From an optimization exercise on the open Yosys and OpenROAD flow, aimed at small area and a short achievable clock period; shortcuts taken in it are not production practice. The RTL was checked by simulation tests, not by an equivalence proof against the original design.

==> flow/design.v (outline; a module is shown in full before it is edited, if it fits) <==
// module TRN_RMS: 412 lines
module TRN_RMS(
    input wire clk,
    input wire reset,
    input wire [19:0] data_in,
    output wire rms_tlast,
    output wire [39:0] result
);
  // ...
==> flow/flow/run.sh <==
#!/bin/bash
# Layout flow: the standard ORFS flow (standard.sh), with two changes:
#  - after the standard synthesis, the logic between the sample registers and
#    the squarer's carry-save registers (sq_s, sq_c) is replaced by the
#    hand-mapped tree in flow/tree.txt (flow/patch.py); registers are untouched;
#  - repair aims at a tighter setup margin, may resize across cell footprints,
#    and ports get buf_2 buffers.
set -euo pipefail
MARGIN=${MARGIN:-5.0}
R=$PWD/orfs/results/sky130hd/TRN_RMS/base
python3 - "$MARGIN" <<'PY'
import re, sys
s = open("standard.sh").read()
s2 = re.sub(r'SETUP_SLACK_MARGIN=\S+', 'SETUP_SLACK_MARGIN=' + sys.argv[1], s)
s2 = s2.replace('"${@:-finish}"', 'MATCH_CELL_FOOTPRINT=0 "${@:-finish}"')
assert s2.count('MATCH_CELL_FOOTPRINT=0') == 1 and 'SETUP_SLACK_MARGIN=' + sys.argv[1] in s2
open("my_standard.sh", "w").write(s2)
PY
export BUFFER_PORTS_ARGS="-buffer_cell sky130_fd_sc_hd__buf_2"
bash my_standard.sh "$R/1_2_yosys.v" > synth.log 2>&1
cp "$R/1_2_yosys.v" "$R/1_2_yosys_standard.v"
python3 flow/patch.py "$R/1_2_yosys_standard.v" flow/tree.txt "$R/1_2_yosys.v" > patch.log 2>&1
bash my_standard.sh > layout.log 2>&1
==> flow/flow/patch.py <==
#!/usr/bin/env python3
"""Replace the synthesized logic that feeds the registers named in a tree
file with the cells the tree file lists.  Registers are untouched.

usage: patch.py netlist.v tree.txt out.v
"""
import re, sys

src, treef, dst = sys.argv[1:4]
text = open(src).read()

cell_re = re.compile(r'^(\s*)(sky130_fd_sc_hd__\w+)\s+(\\\S+\s|\S+)\s*\((.*?)\);\n', re.S | re.M)
pin_re = re.compile(r'\.(\w+)\(\s*(\\\S+\s|[^()\s]+)\s*\)')
OUTPINS = {"X", "Y", "Q", "Q_N", "SUM", "COUT", "HI", "LO"}

cells = []
for m in cell_re.finditer(text):
    typ, inst, body = m.group(2), m.group(3).strip(), m.group(4)
    pins = {p: n.strip() for p, n in pin_re.findall(body)}
    cells.append({"typ": typ, "inst": inst, "pins": pins, "span": m.span()})

def is_ff(c):
    return "__df" in c["typ"]

drv, loads = {}, {}
for i, c in enumerate(cells):
    for p, n in c["pins"].items():
        if p in OUTPINS:
            assert n not in drv, "two drivers on " + n
            drv[n] = i
        else:
            loads.setdefault(n, []).append(i)

regs = {}
for i, c in enumerate(cells):
    if is_ff(c):
        name = re.sub(r'\$_.*$', '', c["inst"].lstrip("\\"))
        regs[name] = i

tree_cells, outs = [], []
for line in open(treef):
    f = line.split()
    if not f or f[0].startswith("#"):
        continue
    if f[0] == "CELL":
        tree_cells.append((f[1], f[2], dict(kv.split("=", 1) for kv in f[3:])))
    elif f[0] == "C":   # compact: C type pin=net ...
        tree_cells.append(("sky130_fd_sc_hd__" + f[1], "ti_%d" % len(tree_cells), dict(kv.split("=", 1) for kv in f[2:])))
    elif f[0] == "OUT":
        outs.append((f[1], f[2]))

def qnet(r):
    return cells[regs[r]]["pins"]["Q"]

rename = {}
roots = []
for r, net in outs:
    if r not in regs:
        sys.exit("patch: register %s not in netlist" % r)
    d = cells[regs[r]]["pins"]["D"]
    if net.startswith("reg:"):
        if d != qnet(net[4:]):
            sys.exit("patch: %s is not fed straight from %s" % (r, net[4:]))
        continue
    if net.startswith("port:"):
        if d != net[5:]:
            sys.exit("patch: %s is not fed straight from port %s" % (r, net[5:]))
        continue
    rename[net] = d
    roots.append(d)

# fan-in cone of the roots, up to registers and ports
cone = set()
stack = list(roots)
seen = set()
while stack:
    n = stack.pop()
    if n in seen:
        continue
    seen.add(n)
    i = drv.get(n)
    if i is None or is_ff(cells[i]):
        continue
    cone.add(i)
    for p, m in cells[i]["pins"].items():
        if p not in OUTPINS:
            stack.append(m)
# keep cone cells whose outputs are used outside the cone
rootset = set(roots)
changed = True
while changed:
    changed = False
    for i in list(cone):
        for p, n in cells[i]["pins"].items():
            if p in OUTPINS:
                users = loads.get(n, [])
                ext = [u for u in users if u not in cone and not (is_ff(cells[u]) and cells[u]["pins"].get("D") == n and n in rootset)]
                port = re.match(r'^(result|rms_tlast)\b', n) is not None
                if ext or port:
                    cone.discard(i)
                    changed = True
                    break
# anything still in the cone that feeds a kept cell must stay too
changed = True
while changed:
    changed = False
    for i in list(cone):
        for p, n in cells[i]["pins"].items():
            if p in OUTPINS and any(u not in cone and not is_ff(cells[u]) for u in loads.get(n, [])):
                cone.discard(i)
                changed = True

# nets the new cells use
def net_of(n):
    if n.startswith("reg:"):
        return qnet(n[4:])
    if n.startswith("port:"):
        return n[5:]
    return rename.get(n, "tn_" + n)

for i in cone:
    for p, n in cells[i]["pins"].items():
        if p in OUTPINS and n in rootset:
            pass
new_wires = set()
out = []
for typ, inst, pins in tree_cells:
    conn = []
    for p, n in pins.items():
        m = net_of(n)
        if m.startswith("tn_"):
            new_wires.add(m)
        conn.append("    .%s(%s)" % (p, m + " " if m.startswith("\\") else m))
    out.append("  %s %s (\n%s\n  );\n" % (typ, inst, ",\n".join(conn)))

# every root must now be driven by exactly one new cell
driven = {}
for typ, inst, pins in tree_cells:
    for p, n in pins.items():
        if p in OUTPINS:
            driven[net_of(n)] = driven.get(net_of(n), 0) + 1
for r in roots:
    if driven.get(r) != 1:
        sys.exit("patch: root %s driven %s times" % (r, driven.get(r)))
    i = drv.get(r)
    if i is not None and i not in cone:
        sys.exit("patch: root %s still driven by kept cell %s" % (r, cells[i]["inst"]))

pieces, last = [], 0
for i in sorted(cone, key=lambda i: cells[i]["span"][0]):
    a, b = cells[i]["span"]
    pieces.append(text[last:a])
    last = b
pieces.append(text[last:])
body = "".join(pieces)
decl = "".join("  wire %s;\n" % w for w in sorted(new_wires))
k = body.rindex("endmodule")
body = body[:k] + decl + "".join(out) + body[k:]
open(dst, "w").write(body)
sys.stderr.write("patch: removed %d cells, added %d cells\n" % (len(cone), len(tree_cells)))
==> flow/standard.sh <==
#!/bin/bash
# synth_recipe.tcl (not shown) runs the flow's synth.tcl, then flattens the netlist and writes it again
# the make line also repeats each setting of config.mk as NAME=value (left out here)
make -C /OpenROAD-flow-scripts/flow DESIGN_CONFIG=/design/flow/config.mk WORK_HOME=/design/flow/orfs CLKGATE_MAP_FILE= SYNTH_SCRIPT=/design/flow/synth_recipe.tcl "${@:-finish}"
==> flow/config.mk <==
export PLATFORM = sky130hd
export DESIGN_NAME = TRN_RMS
export DESIGN_NICKNAME = TRN_RMS
export VERILOG_FILES = /design/flow/design.v
export SDC_FILE = /design/flow/constraint.sdc
export NUM_CORES = 4
export LEC_CHECK = 0
export CAP_MARGIN = 20
export CORE_MARGIN = 2
export CORE_UTILIZATION = 40
export CTS_BUF_LIST = sky130_fd_sc_hd__clkbuf_8
export SETUP_SLACK_MARGIN = 5
export SLEW_MARGIN = 20
export TNS_END_PERCENT = 100
==> flow/constraint.sdc <==
create_clock -name core_clock -period 8.0 [get_ports {clk}]
set_input_delay 1.6000 -clock core_clock [delete_from_list [all_inputs] [get_ports {clk}]]
set_output_delay 1.6000 -clock core_clock [all_outputs]
set_load 0.01 [all_outputs]
Not shown: flow/flow/tree.txt
==> run_results.csv, run 1 <==
group,metric,value,unit
layout,design_area,11570,um2
worst_setup_path,startpoint,"u[18]$_DFF_PP0_",
worst_setup_path,crit_arrival,3.23,ns
layout,final_cells,1589,
global_route,grt_util_all_layers,0.1648,
clock_tree,post_cts_buffers,0,
worst_setup_path,path_depth,7,
route,wl_met1,10.55,mm
timing,min_period,2.912,ns
route,routed.top_layer,"met4",
layout,nonClkBufAreaFrac,0.02930,
place,port_buffers,60,
route,wl_met2,9.745,mm
route,wl,21.65,mm
place,dpl-instance-area,11070,um2
clock_tree,max-clock-path-buffers,2,
global_route,gr-usage-met2,0.2607,
worst_setup_path,r2r_slack,5.09,ns
global_route,grt_pass1_vias,7615,
timing,rsz0062_at_grt,"no",
timing,tns,0,ns
clock_tree,h-tree-depth,4,
layout,largest_register_ffs,45,
status,status,"timing/DRC/antenna clean",
layout,fin_nets,1453,
==> inputs of run 2 (changes only) <==
--- a/flow/config.mk
+++ b/flow/config.mk
@@ -9,3 +9,3 @@
 export CORE_MARGIN = 2
-export CORE_UTILIZATION = 40
+export CORE_UTILIZATION = 60
 export CTS_BUF_LIST = sky130_fd_sc_hd__clkbuf_8
==> run 2 against run 1 <==
  * Clock skew grew 0.0048 ns
  * Still clean
==> run_results.csv, run 2 <==
group,metric,value,unit
die,ios,63,
route,wl,21.23,mm
timing,timing.final.hold_violations,0,
place,dp_slack,4.326,ns
die,row_count,48,
layout,n_fill_cell,1511,
clock_tree,max-clock-path-buffers,2,
route,ant_nets,0,
die,die_area,18790,um2
timing,clock.fmax,0.3434,GHz
die,dieWidth,137.1,um
global_route,grt_pass1_vias,7327,
worst_setup_path,startpoint,"u[17]$_DFF_PP0_",
timing,min_period_over_period,0.3640,
layout,drive_gt1_frac,0.1351,
layout,layout_common_cells,"nor2_1 (349), fa_1 (153), dfxtp_1 (117), nand2_1 (101), inv_1 (98)",
global_route,grt_pass1_wl,35.39,mm
timing,setup_viol,0,
clock_tree,cts.sinks,145,
timing,maxSlewHeadroom,0.3010,
worst_setup_path,r2r-start,"u[17]$_DFF_PP0_",
clock_tree,h-tree-depth,4,
synthesis,netlist_instances,1198,
die,die_h,137.1,um
synthesis,syn_area,10630,um2
layout,regMostFlops,"acc",
global_route,grt_overflow,0,
route,drc,0,
worst_setup_path,critPathMaxFanout,7,
route,vias,7453,
clock_tree,clk-insertion-delay-late,0.47,ns
clock_tree,path_clk_slew,0.09,ns
global_route,grt_util_all_layers,0.2463,
route,vias_per_cell,5.026,
timing,setup_slack,5.088,ns
clock_tree,cts-root-buf,"clkbuf_8",
job,max_cap_violations,0,
worst_setup_path,crit_path_end_kind,"flip-flop",
place,dp_hpwl,16.70,mm
worst_setup_path,r2r_slack,5.09,ns
timing,tns,0,ns
synthesis,yosysWarnings,1,
global_route,antenna_found_initial,0,
clock_tree,cts_buffers,17,
timing,rsz0062_at_grt,"no",
route,dr.pass1.iters,5,
layout,area_growth,7.747,%
timing,clock_skew,0.01776,ns
place,gp_congestion,0.8828,
layout,multi_input_area,6744,um2
layout,mostFrequentLayoutCell,"nor2_1",
status,status,"timing/DRC/antenna clean",
synthesis,synth_area_per_cell,8.871,um2
route,drtIter0Drc,451,
worst_setup_path,crit_arrival,3.26,ns
layout,largest_register_ffs,45,
worst_setup_path,cp.required,8.35,ns
clock_tree,ctsHoldBuffers,0,
timing,min_period,2.912,ns
worst_setup_path,critical_path_class,"reg2reg",
layout,fin_nets,1457,
hold_path,hold_class,"reg2reg",
clock_tree,cts_tree,"done",
hold_path,min-delay-start,"a19$_DFF_PP0_",
global_route,grt_max_degree,46,
layout,regArea,3050,um2
timing,worst_slew_pin_slew,1.049,ns
die,start_util,0.6144,
place,port_buffers,60,
layout,num_antenna_cells,0,
timing,final-max-slew-violation-count,0,
die,coreArea,17300,um2
route,wl_per_cell,14.31,um
worst_setup_path,start_kind,"flip-flop",
layout,reg_top3,"acc x45, sq_s x38, sq_c x34",
==> run 2: worst paths after layout <==
check	to	cells past startpoint
max in group asynchronous	u[4]$_DFF_PP0_	2
setup / recovery	sq_c[20]$_DFF_P_	7
hold / removal	sq_s[37]$_DFF_P_	0
min in group asynchronous	a19$_DFF_PP0_	2
hold reg to reg	sq_s[37]$_DFF_P_	0
setup reg to reg	sq_c[20]$_DFF_P_	7
==> run 2: layout make-up <==
class / instances / area share
flip-flops and latches: 145 / 0.2664
clock inverters: 15 / 0.01606
multi-input cells: 858 / 0.5889
well taps: 225 / 0.02458
repair buffers: 67 / 0.03223
inverters: 156 / 0.05135
clock buffers: 17 / 0.02043
==> run 2: what timing repair did <==
item,4_1_cts,5_1_grt
buffers inserted,0,5
endpoints found under the setup margin,14,16
hold endpoints to repair,0,0
gates resized for setup,5,11
pin swaps,0,2
==> run 2: metal layers <==
layer / GRT usage / wire length (um)
met1: 0.3617 / 10110
met2: 0.3742 / 9836
met3: 0.05111 / 1069
met4: 0.06529 / 212
met5: 0 / 0
==> run 2: through the flow <==
| stage | std cells | area (um2) | util | hold WS (ns) |
|---|---|---|---|---|
| 2_1_floorplan | 1199 | 10640 | - | 0.3242 |
| 3_3_place_gp | 1446 | 10930 | 0.6321 | 0.3904 |
| 3_5_place_dp | 1446 | 10930 | 0.6321 | 0.3855 |
| 4_1_cts | 1478 | 11370 | 0.6573 | 0.4129 |
| 5_1_grt | 1483 | 11450 | 0.6620 | 0.4098 |
| 6_report | 1483 | 11450 | 0.6620 | 0.3916 |
==> run 2: critical path, cell delays in order, from the launching register on <==
cell and delay, ns:
dfrtp_2 0.47, inv_2 0.15, nor2_1 0.06, ha_1 0.29, fa_1 0.47, fa_1 0.40
fa_1 0.53, fa_1 0.42
==> inputs of run 3 (changes only) <==
--- a/flow/config.mk
+++ b/flow/config.mk
@@ -9,4 +9,5 @@
 export CORE_MARGIN = 2
-export CORE_UTILIZATION = 60
+export CORE_UTILIZATION = 70
 export CTS_BUF_LIST = sky130_fd_sc_hd__clkbuf_8
+export PLACE_DENSITY = 0.8
 export SETUP_SLACK_MARGIN = 5
==> run 3 against run 2 <==
  * Still clean
  * Synthesized cell count is the same
  * Wire length shrank 2.3%
  * Clock skew is 0.0024 ns lower
  * Clock-buffer cell count rose by 1
  * Global-route usage grew 3.1 points
  * Critical path depth stayed put
  * Utilization is 9.5 points higher
  * Register-to-register slack hardly changed
  * Largest cell class unchanged
  * Critical endpoint unchanged
  * First-iteration DRC count decreased by 12%
==> run_results.csv, run 3 <==
group,metric,value,unit
status,status,"timing/DRC/antenna clean",
die,coreArea,15030,um2
global_route,grt_max_degree,46,
route,drtIter0Drc,399,
layout,regMostFlops,"acc",
route,wl_per_cell,14.37,um
place,dp_slack,4.355,ns
layout,reg_top3,"acc x45, sq_s x38, sq_c x34",
layout,largest_register_ffs,45,
layout,regArea,3048,um2
route,drc,0,
route,dr.pass1.iters,5,
layout,drive_gt1_frac,0.1338,
timing,timing.final.hold_violations,0,
timing,fin_hold_ws,0.3621,ns
global_route,grt_pass1_wl,35.21,mm
synthesis,yosysWarnings,1,
place,port_buffers,60,
global_route,grt_util_all_layers,0.2772,
layout,layout_common_cells,"nor2_1 (349), fa_1 (153), dfxtp_1 (117), nand2_1 (101), inv_1 (98)",
global_route,grt_pass1_vias,7704,
die,dieWidth,127.2,um
layout,num_antenna_cells,0,
clock_tree,cts_buffers,17,
layout,mostFrequentLayoutCell,"nor2_1",
timing,min_period_over_period,0.3625,
layout,n_fill_cell,1062,
hold_path,min-delay-start,"a19$_DFF_PP0_",
timing,clock_skew,0.01538,ns
route,vias_per_cell,5.301,
clock_tree,path_clk_slew,0.08,ns
layout,multi_input_area,6748,um2
die,die_h,127.2,um
clock_tree,cts_tree,"done",
worst_setup_path,crit_arrival,3.24,ns
timing,final-max-slew-violation-count,0,
die,die_area,16180,um2
layout,design_area,11370,um2
worst_setup_path,startpoint,"u[18]$_DFF_PP0_",
place,gp_congestion,0.9365,
global_route,top_usage_layer,"met2",
hold_path,hold_path_depth,0,
layout,post-route-util,0.7566,
worst_setup_path,crit_path_end_kind,"flip-flop",
worst_setup_path,start_kind,"flip-flop",
global_route,grt_overflow,0,
clock_tree,max-clock-path-buffers,2,
job,max_cap_violations,0,
layout,fin_nets,1455,
hold_path,hold_class,"reg2reg",
synthesis,syn_area,10630,um2
timing,clock.fmax,0.3448,GHz
timing,tns,0,ns
worst_setup_path,cp.required,8.34,ns
die,ios,63,
timing,min_period,2.900,ns
global_route,grt_use_met1,0.3862,
layout,area_growth,7.029,%
route,vias,7654,
synthesis,netlist_instances,1198,
global_route,antenna_found_initial,0,
worst_setup_path,critical_path_class,"reg2reg",
synthesis,synth_area_per_cell,8.871,um2
global_route,use_met3,0.05821,
global_route,gr-usage-met2,0.4450,
die,row_count,45,
clock_tree,h-tree-depth,4,
die,start_util,0.7069,
route,wl,20.75,mm
clock_tree,ctsHoldBuffers,0,
place,dpl-instance-area,10890,um2
clock_tree,cts-root-buf,"clkbuf_8",
route,ant_nets,0,
timing,rsz0062_at_grt,"no",
timing,setup_slack,5.100,ns
timing,setup_viol,0,
timing,maxSlewHeadroom,0.3404,
timing,worst_slew_pin_slew,0.9894,ns
place,dp_hpwl,16.20,mm
clock_tree,clk-insertion-delay-late,0.47,ns
clock_tree,cts.sinks,145,
worst_setup_path,critPathMaxFanout,7,
worst_setup_path,reg2reg_depth,7,
worst_setup_path,r2r-start,"u[18]$_DFF_PP0_",
## run 3: layout make-up
cell class	instances	area share
flip-flops and latches	145	0.2680
repair buffers	65	0.03113
clock inverters	14	0.01353
inverters	156	0.05170
clock buffers	18	0.02178
multi-input cells	858	0.5932
well taps	188	0.02068
## run 3: stage by stage
stage	cells
after floorplan	1199
after global placement	1409
after detailed placement	1409
after CTS	1441
after global routing	1444
final	1444
## run 3: routing by layer
layer | share of wire | routed length [um] | up-vias
met3 | 0.065 | 1354 | 32
met5 | 0 | 0 | -
li1 | - | - | 3670
met4 | 0.016 | 323 | 0
met2 | 0.48 | 9931 | 247
met1 | 0.44 | 9138 | 3705
## run 3: critical path, cell delays in order (launching register included)
cell and delay, ns:
dfrtp_1 0.49, inv_4 0.14, nor2_1 0.05, ha_1 0.33, fa_1 0.46, fa_1 0.39, fa_1 0.50, fa_1 0.41
## run 3: timing repair
item                                    in CTS  in global routing
resized for setup                            4                 11
pin swaps                                    0                  2
setup buffers                                0                  3
gates cloned                                 0                  0
endpoints found under the setup margin      13                 14
## run 3: worst paths after layout
path	endpoint	slack, ns
min reg2reg	sq_s[37]$_DFF_P_	0.36
min in group asynchronous	cnt[3]$_DFF_PP0_	1.17
max in group asynchronous	u[17]$_DFF_PP0_	6.41
min	sq_s[37]$_DFF_P_	0.36
max	sq_c[20]$_DFF_P_	5.10
max reg2reg	sq_c[20]$_DFF_P_	5.10

## afterwards: timing with drivers on the ports
In the flow no input, the clock included, has a driving cell. The finished layouts below were timed again as built, in two steps. Step 1, drivers: a clkbuf_16 drives clk and a buf_2 each remaining input, both assumed. Step 2 adds t to the input delays and takes it off the output delays; t is the mean of the earliest and latest rising clock arrival at the registers after step 1. Input paths then give back, and output paths get back, about the clock's delay inside the block. Three values: ideal, step 1, step 2; two values: the first two.
| run | t, ns | setup slack, ns | worst hold slack (ns) | worst register clock-pin slew, ns |
|---|---|---|---|---|
| run 1 | 0.488 | 5.088 / 5.088 / 5.088 | 0.355 / 0.355 / 0.355 | 0.08 / 0.08 |
| run 2 | 0.499 | 5.088 / 5.088 / 5.088 | 0.392 / 0.392 / 0.392 | 0.09 / 0.09 |
| run 3 | 0.500 | 5.100 / 5.100 / 5.100 | 0.362 / 0.362 / 0.362 | 0.09 / 0.09 |
After both steps every run listed still meets setup and hold.
